Context: an optimization exercise on an open-source flow, tuned for small area. The choices shown serve that exercise and are no tape-out recipe.
In this exercise RTL edits were held to simulation tests only and were not proved equivalent to the original.
No activity file was given, so power comes from the tool's default toggle rates.

File: flow/config.mk
export PLATFORM = sky130hd
export DESIGN_NAME = rec_fsm
export DESIGN_NICKNAME = rec_fsm
export VERILOG_FILES = /design/flow/design.v
export SDC_FILE = /design/flow/constraint.sdc
export NUM_CORES = 4
export LEC_CHECK = 0
export CAP_MARGIN = 20
export CORE_MARGIN = 2
export CORE_UTILIZATION = 40
export CTS_BUF_LIST = sky130_fd_sc_hd__clkbuf_4
export SLEW_MARGIN = 20
File: flow/constraint.sdc
create_clock -name core_clock -period 10.0 [get_ports {clk}]
set_input_delay 2.0000 -clock core_clock [delete_from_list [all_inputs] [get_ports {clk}]]
set_output_delay 2.0000 -clock core_clock [all_outputs]
set_load 0.01 [all_outputs]
File: flow/design.v
module clock_divider(in_clk, rst, out_clk, rise);
input in_clk, rst;
output reg out_clk;
output rise;
reg t;
reg [4:0] n;
wire fb = n[4] ? (n[2] & (n[0] | n[3])) : ~n[2];
wire wrap = t & n[4] & ~n[3] & ~n[1] & ~n[0];    
always @(posedge in_clk or posedge rst)
  if (rst) begin
    t <= 1'b0;
    n <= 5'd0;
    out_clk <= 1'b0;
  end else begin
    t <= ~t;
    n <= {n[3:0], fb};
    out_clk <= out_clk ^ wrap;
  end
assign rise = wrap & ~out_clk;
endmodule
module trans_fsm(clk, rst, tick, serial_inp, sym, dsh, eoc);
input clk, rst, tick, serial_inp;
output sym, dsh, eoc;
reg [3:0] z;
wire [3:0] zn;
assign zn[0] = (z[2]) | (~z[0] & z[1] & ~z[3] & serial_inp);
assign zn[1] = (~z[2] & ~z[3] & ~serial_inp) | (z[0]) | (z[1] & ~z[3]);
assign zn[2] = (z[0] & ~serial_inp) | (z[1] & ~z[3] & ~serial_inp) | (z[2] & ~serial_inp) | (~z[1] & z[3] & ~serial_inp);
assign zn[3] = (z[0] & ~z[2]) | (~z[0] & z[2] & ~z[3]) | (z[1] & ~z[2] & serial_inp) | (z[0] & ~z[1]);
assign sym = (z[0] & ~z[1]);
assign dsh = (z[3]);
assign eoc = (z[0] & z[1] & ~z[3]);
always @(posedge clk or posedge rst)
  if (rst) z <= 4'd0;
  else if (tick) z <= zn;
endmodule
module rec_fsm(mid_clk, clk, rst, serial_inp, VSS_LCD, VCCC, VEE, RS, RW, ENE, s_out, LEDP, LEDN);
input serial_inp, rst, clk;
output [7:0] s_out;
output mid_clk;
output VSS_LCD, VCCC, VEE, RS, RW, ENE, LEDP, LEDN;
assign VSS_LCD = 1'b0;
assign VCCC = 1'b1;
assign VEE = 1'b1;
assign RS = 1'b1;
assign RW = 1'b0;
assign ENE = 1'b1;
assign LEDP = 1'b1;
assign LEDN = 1'b0;
wire tick, sym, dsh, eoc;
clock_divider clk_rec(.in_clk(clk), .rst(rst), .out_clk(mid_clk), .rise(tick));
trans_fsm trans_rec(.clk(clk), .rst(rst), .tick(tick), .serial_inp(serial_inp), .sym(sym), .dsh(dsh), .eoc(eoc));
reg [5:0] r;
reg f;
wire valid, ischar, hb;
wire [6:0] a;
assign valid = (r[0] & ~r[1] & r[2] & ~r[3]) | (r[0] & r[1] & r[3] & ~r[5] & ~dsh) | (r[0] & ~r[4] & ~r[5]) | (r[1] & ~r[4] & ~r[5]) | (r[2] & ~r[4] & ~r[5]) | (~r[0] & ~r[3] & ~r[5] & dsh) | (~r[1] & ~r[2] & r[3] & ~r[5] & ~dsh) | (~r[0] & ~r[1] & ~r[2] & r[3] & r[4]);
assign ischar = (r[3] & ~r[4]) | (r[0] & r[1]) | (~r[1] & r[2]) | (~r[2] & ~r[3] & r[4]) | (~r[0] & ~r[4]) | (r[1] & r[3]);
assign hb = (r[1]) | (r[3]);
assign a[0] = (r[0] & ~r[1] & r[5]) | (r[2] & ~r[3] & r[5]) | (~r[0] & r[1] & ~r[4]) | (~r[1] & r[2] & ~r[4] & ~r[5]) | (~r[1] & r[3] & r[4]) | (r[0] & ~r[2] & r[3] & ~r[4] & ~r[5]) | (~r[0] & ~r[2] & r[3] & r[4]);
assign a[1] = (r[0] & r[1] & r[2] & ~r[3]) | (~r[0] & r[3] & ~r[4] & ~r[5]) | (r[0] & r[3] & r[4]) | (~r[1] & r[3] & ~r[4]) | (~r[0] & ~r[3] & r[4] & ~r[5]);
assign a[2] = (~r[1] & r[2] & r[3] & ~r[4] & ~r[5]) | (r[1] & r[2] & ~r[3]) | (r[0] & r[1] & ~r[4]) | (r[1] & r[3] & r[5]) | (r[0] & ~r[1] & ~r[2] & ~r[5]) | (r[1] & ~r[3] & ~r[4]) | (~r[0] & r[2] & ~r[3] & r[4]);
assign a[3] = (~r[0] & r[2] & r[3] & ~r[5]) | (r[0] & ~r[1] & ~r[3]) | (r[0] & ~r[2] & r[3] & r[4]) | (r[1] & r[2] & ~r[3] & ~r[4]) | (r[1] & ~r[2] & r[4] & r[5]) | (~r[0] & r[1] & ~r[3] & r[4]);
assign a[4] = (~r[2] & r[3]) | (r[0] & r[1] & ~r[2]) | (r[5]) | (~r[0] & r[2] & r[4]);
assign a[6] = (~r[5]);
always @(posedge clk or posedge rst)
  if (rst) begin
    r <= 6'd1;
    f <= 1'b0;
  end else if (tick) begin
    f <= eoc & ~f & ischar;
    if (f | (sym & ~valid) | (eoc & ~ischar)) r <= 6'd1;
    else if (sym) r <= {r[4:0], dsh ^ hb};
  end
assign s_out = {1'b0, f & a[6], ~(f & a[6]), f & a[4], f & a[3], f & a[2], f & a[1], f & a[0]};
endmodule
File: flow/run.sh
#!/bin/bash
# synth_recipe.tcl (not shown) runs the flow's synth.tcl, then flattens the netlist and writes it again
# the make line also repeats each setting of config.mk as NAME=value (left out here)
make -C /OpenROAD-flow-scripts/flow DESIGN_CONFIG=/design/flow/config.mk WORK_HOME=/design/flow/orfs CLKGATE_MAP_FILE= SYNTH_SCRIPT=/design/flow/synth_recipe.tcl finish
==> flow_metrics.py <==
metrics = {
    "status": {
        "status": "complete, no violations",
    },
    "job": {
        "max-cap-violations": 0,
    },
    "floorplanning": {
        "top_level_ports": 20,
        "dieHeight_um": 61.1,
        "rows": 20,
        "core_area_mm2": 0.00308,
        "die-area_mm2": 0.00374,
        "die_w_um": 61.1,
        "start_util": 0.424,
    },
    "clocking": {
        "cts_tree": "yes",
        "ctsResizeCount": 0,
        "cts_root_buffer": "clkbuf_4",
        "insertion_delay_ns": 0.28,
        "cts_hold_buf": 0,
        "clock_path_buffers": 2,
        "cts.clk_slew.worst_paths_ns": 0.10,
        "cts_max_level": 1,
        "postCtsSetupRepairBufs": 0,
        "cts_buffers": 3,
        "numClockSinks": 18,
    },
    "critical_path": {
        "start_kind": "flop",
        "cp.required_ns": 8.00,
        "crit_arrival_ns": 2.27,
        "worstPathMaxFanout": 21,
        "crit_type": "flop to primary output",
        "cp_slowest_cell": "dfrtp_1",
        "crit_chain": "nand2b_1, nand2_1, a21oi_1, or2_2, a21oi_1, clkdlybuf4s50_1",
        "setup.worst_path.end_class": "primary output",
        "crit_path_max_incr_delay_ns": 0.71,
        "crit_path_frequent_cell": "a21oi_1",
    },
    "hold_path": {
        "hold_class": "flop to flop",
    },
    "layout": {
        "layout_common_cells": "17 x dfrtp_1, 13 x nor2_1, 12 x a21oi_1",
        "final_common_cell": "dfrtp_1",
        "fillers": 310,
        "syn2layout_area_growth_pct": 5.37,
        "fin_nets": 166,
        "stdcell_count": 205,
        "drive_gt1_frac": 0.0559,
        "final_area_mm2": 0.00138,
        "antenna_cells": 0,
    },
    "yosys": {
        "yosysWarnings": 3,
        "yosysTopAreaCellShare": 0.326,
        "synthArstFlopShare": 1.00,
        "syn_avg_cell_area_um2": 8.01,
        "ys_seq_area_frac": 0.346,
        "synth-edff-count": 0,
        "synth-main-ff-cell": "dfrtp_1",
        "postSynthCellCount": 163,
        "ys_seq_elements": 18,
        "synthDistinctLibCells": 43,
        "yosysTopAreaCell": "dfrtp_1",
        "ys_top_cells_by_area": "dfrtp_1 33%, o211ai_1 6.3%, buf_4 5.8%, nand2b_1 4.8%, a21oi_1 4.6%",
        "netlist_area_mm2": 0.00131,
    },
    "place": {
        "dp_cells": 201,
        "portBuffers": 10,
        "post-place-ws_ns": 6.06,
        "place_hpwl_um": 1890,
        "gp_congestion": 0.794,
        "dpl_cell_area_mm2": 0.00135,
    },
    "sta": {
        "maxSlewViolCount": 0,
        "tns_ns": 0,
        "skew_ns": 0.00631,
        "worst_hold_slack_ns": 0.386,
        "rsz0062_at_grt": "false",
        "finalSetupViolations": 0,
        "fmax_mhz": 234,
        "relSlewSlack": 0.557,
        "hold_violations": 0,
        "setup_slack_ns": 5.73,
        "fin_crit_sh": 0.427,
        "period_needed_ns": 4.27,
        "worst_pin_slew_ns": 0.663,
    },
    "drt": {
        "first_pass_iters": 5,
        "drcViolationCount": 0,
        "vias": 1110,
        "antenna_left": 0,
        "wl_um": 2670,
        "drt-wirelength-per-cell_um": 13.0,
        "vias_per_cell": 5.41,
        "first_iter_violations": 104,
    },
    "global_routing": {
        "grt-ovfl-total": 0,
        "grt_max_degree": 22,
        "grt_pass1_vias": 1001,
        "grt_antenna_before_repair": 0,
        "grt_first_pass_wirelength_um": 4800,
        "track_usage": 0.168,
    },
    "power": {
        "power.internal_w": 0.0000881,
        "power_density_mw_per_mm2": 81.8,
        "pwr-share-comb": 0.036,
        "p_sw_w": 0.0000244,
        "switching_share": 0.217,
        "seq_power_share": 0.647,
        "p_leak_nw": 0.570,
        "max-vdd-ir-drop_uv": 71.7,
        "clkPwrFrac": 0.317,
    },
}
==> cells in the mapped netlist, types with 2 or more instances <==
cell type	count
a31oi_1	2
inv_1	10
dfrtp_1	17
nor3_1	2
xor2_1	2
buf_4	10
a21oi_1	12
o211ai_1	11
o22ai_1	2
conb_1	2
nand3_1	10
a21o_1	2
nor2b_1	5
clkbuf_1	7
nand2_1	8
buf_2	5
nor2_1	13
nand2b_1	10
o21ai_0	9
==> critical path, delay by kind of cell, from the launching register on <==
family | cells | cell delay (ns)
and+or+nand+nor | 3 | 0.53
AOI/OAI and AO/OA | 2 | 0.20
buffers and inverters | 1 | 0.55
DFF | 1 | 0.71
==> through the flow <==
step           utilization  total power, W
6_report             0.447        0.000113
3_5_place_dp         0.438       0.0000783
5_1_grt              0.447        0.000118
4_1_cts              0.447        0.000113
3_3_place_gp         0.438       0.0000782
2_1_floorplan            -       0.0000796
==> state kept, by name, indices dropped and copies added, names as in the netlist <==
| signal | cells |
|---|---|
| clk_rec.out_clk | 1 |
| trans_rec.z | 4 |
| f | 1 |
| clk_rec.t | 1 |
| clk_rec.n | 5 |
| r | 6 |
==> cell type report <==
class / instances / area, um2 / area share
clock inverter: 1 / 3.75 / 0.00273
inverter: 10 / 37.5 / 0.0273
multi-input combinational: 119 / 704 / 0.512
tap: 44 / 55.1 / 0.0400
clock buffer: 3 / 22.5 / 0.0164
sequential: 18 / 452 / 0.328
timing repair buffer: 10 / 100 / 0.0728
==> power by group through the flow <==
stage	sequential, W	combinational [W]	clock [W]
2_1_floorplan	0.0000742	0.00000537	0
3_3_place_gp	0.0000742	0.00000401	0
3_5_place_dp	0.0000742	0.00000410	0
4_1_cts	0.0000728	0.00000410	0.0000365
5_1_grt	0.0000728	0.00000475	0.0000402
6_report	0.0000728	0.00000402	0.0000357
==> layer usage <==
| layer | vias up | GRT usage | wire length [um] | part of all wire |
|---|---|---|---|---|
| met5 | - | 0 | 0 | 0 |
| met4 | 0 | 0.0466 | 18 | 0.0067 |
| met3 | 2 | 0.0126 | 94 | 0.035 |
| met2 | 27 | 0.271 | 1260 | 0.47 |
| met1 | 526 | 0.245 | 1300 | 0.49 |
| li1 | 555 | - | - | - |
==> logic make-up after synthesis <==
logic type                 after synthesis  share of synthesized area
AOI/OAI and AO/OA                       50                      0.258
muxes                                    1                    0.00767
other                                    2                    0.00575
buffers and inverters                   33                      0.134
and+or+nand+nor                         55                      0.219
adders and majority gates                1                    0.00959
DFF                                     18                      0.346
xor gates and xnor gates                 3                     0.0201
==> final timing paths <==
path | startpoint | to | slack [ns] | depth (start not counted)
max | r[3] | s_out[0] | 5.73 | 6
min | clk_rec.n[1] | clk_rec.n[2] | 0.39 | 0
max reg2reg | clk_rec.n[3] | r[5] | 7.88 | 6
min reg2reg | clk_rec.n[1] | clk_rec.n[2] | 0.39 | 0
max in group asynchronous | rst | r[5] | 7.47 | 2
min in group asynchronous | rst | clk_rec.out_clk | 2.11 | 2

==> separate check: timing with driven ports <==
The flow's constraints put no driver on any port. The routed layout listed below was extracted and timed again, unchanged, in two steps. Step 1 assumes that a clkbuf_16 drives the clock port and a buf_2 every other input. Step 2 times the ports against the registers' clock, not the clock port: input delays grow and output delays shrink by t, the midpoint of the rising clock arrivals with the driver on. a / b / c = ideal ports / drivers / drivers and shift; a / b = the first two.
t (ns): 0.300
setup slack, ns: 5.729 / 5.710 / 6.010
worst register clock-pin slew, ns: 0.10 / 0.10
worst data-port slew with drivers (ns): 0.03
pins driven straight from the clock port: 1
After both steps setup and hold are still met in this run. For this run, drivers alone change the setup slack by -0.019 ns; drivers and shift together by +0.281 ns.
